From an optimization exercise on the open Yosys and OpenROAD flow, aimed at small area and a short achievable clock period; shortcuts taken in it are not production practice. The RTL was checked by simulation tests, not by an equivalence proof against the original design. Power and IR drop assume default switching activity.

==> flow/design.v <==
module top_mips (
    input wire clk,
    input wire reset,
    output wire [31:0] imem_addr,
    input wire [31:0] imem_rdata,
    output wire [31:0] dmem_addr,
    output wire [31:0] dmem_wdata,
    output wire dmem_we,
    input wire [31:0] dmem_rdata,
    output wire [31:0] aluresout,
    output wire [31:0] shift_resultout,
    output wire [31:0] GP_DATA_INout
);
    reg [31:0] PC;        
    reg [31:0] PC4_r;     
    reg [25:0] ir_r;      
    reg [31:0] B_r;       
    reg [31:0] p_r;       
    reg [31:0] g2_r;      
    reg [31:0] t2_r;      
    reg        cin_r;     
    reg [31:0] g0_r;      
    reg [31:0] shift_r;   
    reg [31:0] oth_r;     
    reg        issum_r;   
    reg        isand_r, isor_r, isxor_r, isnor_r;   
    reg        isslt_r;   
    reg        gsum_r;    
    reg        galu_r;    
    reg        gsh_r;     
    reg        gpc_r;     
    reg        jr_r, jmp_r, br1_r, rt0_r, beq_r, bne_r, blez_r, bgtz_r;
    reg        aneg_r;    
    reg        azero_r;   
    reg [4:0]  wa_r;      
    reg        we_r;      
    reg [31:0] data_out;  
    reg [31:0] regs [1:31];
    reg [31:1] valid;
    wire [31:0] sum;
    wire        cout;
    Adder_Tail tail (.p(p_r), .g2(g2_r), .t2(t2_r), .ci(cin_r), .s(sum), .co(cout));
    wire [31:0] lgc = ({32{isand_r}} & g0_r)
                    | ({32{isor_r}}  & (p_r | g0_r))
                    | ({32{isxor_r}} & p_r)
                    | ({32{isnor_r}} & ~(p_r | g0_r));
    wire [31:0] lgc_s = {lgc[31:1], lgc[0] | (isslt_r & ~cout)};
    wire [31:0] alu = ({32{issum_r}} & sum) | lgc_s;
    wire [31:0] pc4 = PC4_r;
    wire [31:0] gp, gp_w;
    GP_Sel gp_out (.sum(sum), .lgc(lgc_s), .shift(shift_r), .pc4(pc4), .oth(oth_r),
                   .gsum(gsum_r), .galu(galu_r), .gsh(gsh_r), .gpc(gpc_r), .q(gp));
    GP_Sel gp_reg (.sum(sum), .lgc(lgc_s), .shift(shift_r), .pc4(pc4), .oth(oth_r),
                   .gsum(gsum_r), .galu(galu_r), .gsh(gsh_r), .gpc(gpc_r), .q(gp_w));
    wire [31:0] a_val = p_r ^ B_r;        
    wire ab_eq = (p_r == 32'b0);          
    wire taken = (br1_r & (rt0_r ^ aneg_r))
               | (beq_r & ab_eq)
               | (bne_r & ~ab_eq)
               | (blez_r & (aneg_r | azero_r))
               | (bgtz_r & ~aneg_r & ~azero_r);
    wire [31:0] btarget = pc4 + {{14{ir_r[15]}}, ir_r[15:0], 2'b00};
    reg [31:0] npc;
    always @(*) begin
        if (jr_r)
            npc = a_val;
        else if (jmp_r)
            npc = {pc4[31:28], ir_r, 2'b00};
        else if (taken)
            npc = btarget;
        else
            npc = pc4;
    end
    wire [31:0] ins   = imem_rdata;
    wire [5:0] op     = ins[31:26];
    wire [5:0] funct  = ins[5:0];
    wire [4:0] rs     = ins[25:21];
    wire [4:0] rt     = ins[20:16];
    wire [4:0] rd     = ins[15:11];
    wire [4:0] shamt  = ins[10:6];
    wire [15:0] imm   = ins[15:0];
    wire op_r    = (op == 6'b000000);
    wire op_lw   = (op == 6'b100011);
    wire op_sw   = (op == 6'b101011);
    wire op_addi = (op == 6'b001000);
    wire op_andi = (op == 6'b001100);
    wire op_ori  = (op == 6'b001101);
    wire op_j    = (op == 6'b000010);
    wire op_jal  = (op == 6'b000011);
    wire f_sub  = (funct == 6'b100010);
    wire f_and  = (funct == 6'b100100);
    wire f_or   = (funct == 6'b100101);
    wire f_xor  = (funct == 6'b100110);
    wire f_nor  = (funct == 6'b100111);
    wire f_slt  = (funct == 6'b101010) | (funct == 6'b101011);
    wire f_sll  = (funct == 6'b000000);
    wire f_srl  = (funct == 6'b000010);
    wire f_jr   = (funct == 6'b001000);
    wire f_jalr = (funct == 6'b001001);
    wire alu_and = (op_r & f_and) | op_andi;
    wire alu_or  = (op_r & f_or) | op_ori;
    wire alu_xor = op_r & f_xor;
    wire alu_nor = op_r & f_nor & ~reset;
    wire alu_slt = op_r & f_slt;
    wire alu_sum = ~(alu_and | alu_or | alu_xor | alu_nor | alu_slt);
    wire zext   = op_andi | op_ori;
    wire alusrc = (op_lw | op_sw | op_addi | zext) & ~reset;
    wire inv    = op_r & (f_sub | f_slt) & ~reset;
    wire srl      = op_r & f_srl;
    wire gp_shift = op_r & (f_sll | f_srl);
    wire gp_pc    = op_jal | (op_r & f_jalr);
    wire gp_alu   = ~(op_lw | gp_pc | gp_shift);
    wire gp_we    = (op_r & ~f_jr) | op_lw | op_addi | op_andi | op_ori | op_jal;
    wire [4:0] cad = gp_pc ? 5'd31 : op_r ? rd : rt;
    wire [32*31-1:0] regsf;
    genvar gi;
    generate
        for (gi = 1; gi < 32; gi = gi + 1) begin : rf
            assign regsf[32*(gi-1) +: 32] = regs[gi];
        end
    endgenerate
    wire [31:0] rA, rB;
    Reg_Read rda (.a(rs), .valid(valid), .regsf(regsf), .q(rA));
    Reg_Read rdb (.a(rt), .valid(valid), .regsf(regsf), .q(rB));
    wire [31:0] ext = zext ? {16'b0, imm} : {{16{imm[15]}}, imm};
    wire [31:0] opb = alusrc ? ext : rB;
    wire [31:0] x   = inv ? ~opb : opb;
    wire [31:0] p, g2, t2;
    Adder_Head head (.a(rA), .b(x), .ci(inv), .p(p), .g2(g2), .t2(t2));
    wire [31:0] shift  = srl ? (rB >> shamt) : (rB << shamt);
    wire [31:0] dout = we_r ? data_out : dmem_rdata;
    wire [31:0] oth = (op_lw & ~reset) ? dout : 32'b0;
    always @(posedge clk or posedge reset) begin
        if (reset) begin
            PC      <= 32'd0;
            PC4_r   <= 32'd4;
            cin_r   <= 1'b0;
            issum_r <= 1'b0;
            isand_r <= 1'b0;
            isor_r  <= 1'b0;
            isxor_r <= 1'b0;
            isnor_r <= 1'b0;
            isslt_r <= 1'b0;
            gsum_r  <= 1'b0;
            galu_r  <= 1'b0;
            gsh_r   <= 1'b0;
            gpc_r   <= 1'b0;
            jr_r    <= 1'b0;
            jmp_r   <= 1'b0;
            br1_r   <= 1'b0;
            rt0_r   <= 1'b0;
            beq_r   <= 1'b0;
            bne_r   <= 1'b0;
            blez_r  <= 1'b0;
            bgtz_r  <= 1'b0;
            aneg_r  <= 1'b0;
            azero_r <= 1'b0;
            wa_r    <= 5'b0;
            we_r    <= 1'b0;
        end else begin
            PC      <= npc;
            PC4_r   <= npc + 32'd4;
            cin_r   <= inv;
            issum_r <= alu_sum;
            isand_r <= alu_and;
            isor_r  <= alu_or;
            isxor_r <= alu_xor;
            isnor_r <= alu_nor;
            isslt_r <= alu_slt;
            gsum_r  <= alu_sum & gp_alu;
            galu_r  <= gp_alu;
            gsh_r   <= gp_shift;
            gpc_r   <= gp_pc;
            jr_r    <= op_r & (f_jr | f_jalr);
            jmp_r   <= op_j | op_jal;
            br1_r   <= (op == 6'b000001);
            rt0_r   <= rt[0];
            beq_r   <= (op == 6'b000100);
            bne_r   <= (op == 6'b000101);
            blez_r  <= (op == 6'b000110);
            bgtz_r  <= (op == 6'b000111);
            aneg_r  <= rA[31];
            azero_r <= (rA == 32'b0);
            wa_r    <= gp_we ? cad : 5'b0;
            we_r    <= op_sw;
        end
    end
    always @(posedge clk) begin
        ir_r    <= ins[25:0];
        B_r     <= rB;
        p_r     <= p;
        g2_r    <= g2;
        t2_r    <= t2;
        g0_r    <= rA & x;
        shift_r <= shift;
        oth_r   <= oth;
    end
    always @(posedge clk) begin
        if (!we_r)
            data_out <= dmem_rdata;
    end
    always @(posedge clk or posedge reset) begin
        if (reset)
            valid <= 31'b0;
        else if (wa_r != 5'd0)
            valid[wa_r] <= 1'b1;
    end
    always @(posedge clk) begin
        if (wa_r != 5'd0)
            regs[wa_r] <= gp_w;
    end
    assign imem_addr       = PC;
    assign dmem_addr       = alu;
    assign aluresout       = alu;
    assign dmem_wdata      = B_r;
    assign dmem_we         = we_r;
    assign shift_resultout = shift_r;
    assign GP_DATA_INout   = gp;
endmodule
module Reg_Read (
    input wire [4:0] a,
    input wire [31:1] valid,
    input wire [32*31-1:0] regsf,
    output reg [31:0] q
);
    wire [32*32-1:0] rf = {regsf, 32'b0};
    wire [31:0] v = {valid, 1'b0};
    reg [7:0] lo;
    reg [3:0] hi;
    reg [31:0] grp;
    integer h, l;
    always @(*) begin
        for (l = 0; l < 8; l = l + 1)
            lo[l] = (a[2:0] == l);
        for (h = 0; h < 4; h = h + 1)
            hi[h] = (a[4:3] == h);
        q = 32'b0;
        for (h = 0; h < 4; h = h + 1) begin
            grp = 32'b0;
            for (l = 0; l < 8; l = l + 1)
                grp = grp | ({32{lo[l] & v[8*h+l]}} & rf[32*(8*h+l) +: 32]);
            q = q | ({32{hi[h]}} & grp);
        end
    end
endmodule
module Adder_Head (
    input wire [31:0] a,
    input wire [31:0] b,
    input wire ci,
    output wire [31:0] p,
    output wire [31:0] g2,
    output wire [31:0] t2
);
    assign p = a ^ b;
    wire [31:0] g0 = (a & b) | {31'b0, p[0] & ci};
    wire [31:0] g1 = g0 | (p & {g0[30:0], 1'b0});
    wire [31:0] t1 = p & {p[30:0], 1'b1};
    assign g2 = g1 | (t1 & {g1[29:0], 2'b0});
    assign t2 = t1 & {t1[29:0], 2'b11};
endmodule
module Adder_Tail (
    input wire [31:0] p,
    input wire [31:0] g2,
    input wire [31:0] t2,
    input wire ci,
    output wire [31:0] s,
    output wire co
);
    wire [31:0] g3 = g2 | (t2 & {g2[27:0], 4'b0});
    wire [31:0] t3 = t2 & {t2[27:0], 4'hf};
    wire [31:0] g4 = g3 | (t3 & {g3[23:0], 8'b0});
    wire [31:0] t4 = t3 & {t3[23:0], 8'hff};
    wire [31:0] g5 = g4 | (t4 & {g4[15:0], 16'b0});
    assign s  = p ^ {g5[30:0], ci};
    assign co = g5[31];
endmodule
module GP_Sel (
    input wire [31:0] sum,
    input wire [31:0] lgc,
    input wire [31:0] shift,
    input wire [31:0] pc4,
    input wire [31:0] oth,
    input wire gsum,
    input wire galu,
    input wire gsh,
    input wire gpc,
    output wire [31:0] q
);
    assign q = ({32{gsum}} & sum) | ({32{galu}} & lgc) | ({32{gsh}} & shift) |
               ({32{gpc}} & pc4) | oth;
endmodule
==> flow/flow/run.sh <==
#!/bin/bash
set -euo pipefail
bash standard.sh synth > synth.log 2>&1
bash standard.sh SETUP_SLACK_MARGIN=6.5 \
    "BUFFER_PORTS_ARGS=-buffer_cell sky130_fd_sc_hd__buf_2" \
    finish > layout.log 2>&1
test -s out/final.def
==> flow/standard.sh <==
#!/bin/bash
# synth_recipe.tcl (not shown) runs the flow's synth.tcl, then flattens the netlist and writes it again
# the make line also repeats each setting of config.mk as NAME=value (left out here)
make -C /OpenROAD-flow-scripts/flow DESIGN_CONFIG=/design/flow/config.mk WORK_HOME=/design/flow/orfs CLKGATE_MAP_FILE= SYNTH_SCRIPT=/design/flow/synth_recipe.tcl "${@:-finish}"
==> flow/config.mk <==
export PLATFORM = sky130hd
export DESIGN_NAME = top_mips
export DESIGN_NICKNAME = top_mips
export VERILOG_FILES = /design/flow/design.v
export SDC_FILE = /design/flow/constraint.sdc
export NUM_CORES = 4
export LEC_CHECK = 0
export ABC_CLOCK_PERIOD_IN_PS = 4000
export CAP_MARGIN = 20
export CORE_MARGIN = 2
export CORE_UTILIZATION = 50
export SETUP_SLACK_MARGIN = 5
export SLEW_MARGIN = 20
export SYNTH_HIERARCHICAL = 1
export SYNTH_MINIMUM_KEEP_SIZE = 0
export TNS_END_PERCENT = 0
==> flow/constraint.sdc <==
create_clock -name core_clock -period 10.0 [get_ports {clk}]
set_input_delay 2.0000 -clock core_clock [delete_from_list [all_inputs] [get_ports {clk}]]
set_output_delay 2.0000 -clock core_clock [all_outputs]
set_load 0.01 [all_outputs]
==> notes.md <==
Pleak 26.7 nW; period utilisation layout 47.7%; Yosys warning count 8; Hold Violations, Final 0; Routed WL 279,000 um; first-pass GRT wire length 379,000 um; GP Congestion 0.981; TritonCTS Sinks 1,390; synthesized area per cell 12.5 um2; Worst Hold Depth 1; total grt overflow 0; Core Region 0.129 mm2; TritonCTS clock tree yes; worst min-delay path class reg -> reg; Clock Skews 0.0279 ns; Area after DPL 0.0684 mm2; mean number of vias per cell 7.25; Max transition margin 16.8%; Slew Limit Fails 0; status timing/DRC/antenna clean; CP Class in -> reg; final net count 5,537; Die Span X 364 um; fin cells 7,272; final-report setup violation count 0; Root Driver clkbuf_16; reg-to-reg endpoint PC4_r[25]$_DFF_PP0_; Critical Path Fanout Max 32; TritonCTS buffer count 151; Startpoint Class input port; die area 0.133 mm2; Cell Area, Synth 0.0650 mm2; layout cells sized above 1 20.3%; CP endpoint kind register; vias in the first global route 48,800; post-route minimum period 4.77 ns; pwr/cell area 211 mW/mm2; Final HPWL DP 181,000 um; largest net degree at the start of global routing 80; CP Data Required Time 10.72 ns; via count 52,700; Worst Slack Setup Final 5.23 ns; initial core utilization 50.3%; clock transition at the registers of the reported paths 0.06 ns; hold buffer count at CTS 0; antenna violations before repair 28; clock latency (worst-skew pair) 0.81 ns; Setup TNS 0 ns; I/O pin total 259; r2r worst-path depth 12; Max Cap Viol 0; Critical Path AT 5.49 ns; detailed-route wire length per cell 38.3 um; drt pass-1 iters 10; worst slew pin tran 1.25 ns; port bufs 258; Detailed Route Iter0 Violations 9,613; post-route cell area 0.0749 mm2; Cells after Synth 5,209; number of remaining DRC errors 0; RSZ-0062 raised after global routing yes; # rows 132; pre-CTS setup slack 3.64 ns; reg-to-reg setup timing slack 5.39 ns; Layout area overhead 15.3%; hold_sp data_out[27]$_DFF_P_; achievable frequency 210 MHz; Syn Nets 5,350; chip height 364 um; Longest Clk Path Bufs 3; gr usage total 40.7%; placed cell count 6,940; WHS Endpoint data_out[27]$_DFF_P_; R2R Path Start p_r[17]$_DFF_P_; CTS HTree Levels 4; worst vdd ir 0.181 mV; post-route ant nets 0
==> per-stage QoR <==
step	power, W	utilization [%]	hold slack [ns]
global placement	0.0102	53.0	0.450
floorplan	0.00888	-	0.432
finish	0.0158	58.0	0.468
global route	0.0163	58.0	0.482
detailed placement	0.0102	53.0	0.457
CTS	0.0157	57.4	0.470
==> registers in the layout, summed over array words and instances (netlist names), 5 cells and up <==
signal	count
B_r	32
PC	30
PC4_r	32
data_out	32
g0_r	32
g2_r	32
ir_r	26
oth_r	32
p_r	32
regs	992
shift_r	32
t2_r	28
valid	31
wa_r	5
==> worst max-delay path by stage <==
stage / startpoint / endpoint / slack (ns) / cells past startpoint
after floorplan: imem_rdata[17] / shift_r[7]$_DFF_P_ / 5.51 / 14
after global placement: imem_rdata[22] / azero_r$_DFF_PP0_ / 3.35 / 10
after detailed placement: imem_rdata[16] / shift_r[16]$_DFF_P_ / 3.64 / 18
after CTS: g2_r[3]$_DFF_P_ / GP_DATA_INout[0] / 5.33 / 10
after global routing: imem_rdata[17] / shift_r[16]$_DFF_P_ / 5.24 / 19
final: imem_rdata[23] / azero_r$_DFF_PP0_ / 5.23 / 11
==> critical path, stage by stage <==
cell,delay [ns]
buf_2,0.10
buf_6,0.20
nor4bb_4,0.19
buf_4,0.34
a221o_1,0.43
a221oi_1,0.75
nand2_1,0.19
and4_1,0.31
nor4_1,0.31
nand4_1,0.43
nor2_1,0.21
==> layer usage <==
metal  GRT usage [%]  vias up  part of all wire (%)
met2            61.8     4136                    44
met4            23.1       12                   6.9
li1                -    21500                     -
met3            12.7      897                    13
met5               0        -                 0.029
met1            51.5    26200                    36
==> cells in the final DEF, fill, tap and decap left out, drive strengths merged, types with 30 or more instances in the layout <==
cell     count
dfxtp      278
nor3        33
dfrtp      119
a21o        67
mux2i      114
buf        459
xor2        41
mux2        42
a22o       327
and2        46
and4        77
a222oi     192
o32a        30
a21oi      343
nand3      161
nand2b      55
a221o       66
edfxtp     992
and3        52
inv         61
nor2       197
a22oi       98
nand2      379
a2111oi     72
clkbuf     198
clkinv      62
ha          74
o21ai      208
xnor2      100
a221oi     266
==> power breakdown <==
part	total, W	internal, W	switching, W
Combinational	0.00320	0.00100	0.00220
Clock	0.00552	0.00311	0.00240
Sequential	0.00712	0.00681	0.000308
Total	0.0158	0.0109	0.00491
==> layout make-up <==
class | instances | area (um2)
multi-input cells | 3335 | 26000
fillers | 10600 | 54200
flip-flops and latches | 1390 | 38400
repair buffers | 468 | 3340
clock inverters | 84 | 777
well taps | 1742 | 2180
diodes | 14 | 35.0
clock buffers | 189 | 4040
inverters | 50 | 193
==> timing repair <==
| item | 4_1_cts | 5_1_grt |
|---|---|---|
| pin swaps | 27 | 31 |
| buffers inserted | 18 | 21 |
| endpoints found under the setup margin | 404 | 380 |
| gates cloned | 0 | 6 |
| gates resized for setup | 167 | 133 |

==> afterwards: timing with drivers on the ports <==
How much do the figures lean on ideal ports? The routed layout below was timed once more, with nothing changed but the port constraints.
Step 1 sets driving cells, clkbuf_16 on the clock port and buf_2 on the other inputs (assumed; they add their load-dependent delay and slew).
Step 2, shift: input delay + t, output delay - t, t = (earliest + latest rising clock arrival at the registers) / 2. This alone moves slack from input paths to output paths.
Slacks: ideal ports / drivers / drivers and shift; pairs: ideal ports / drivers.
shift t [ns]: 0.881
setup slack, ns: 5.227 / 5.227 / 4.406
hold WS [ns]: 0.468 / 0.468 / 0.468
worst setup path at the end: input to register
After both steps setup and hold are still met in this run. The setup slack of this run moves by 0.000 ns with the drivers and by -0.821 ns with both steps.
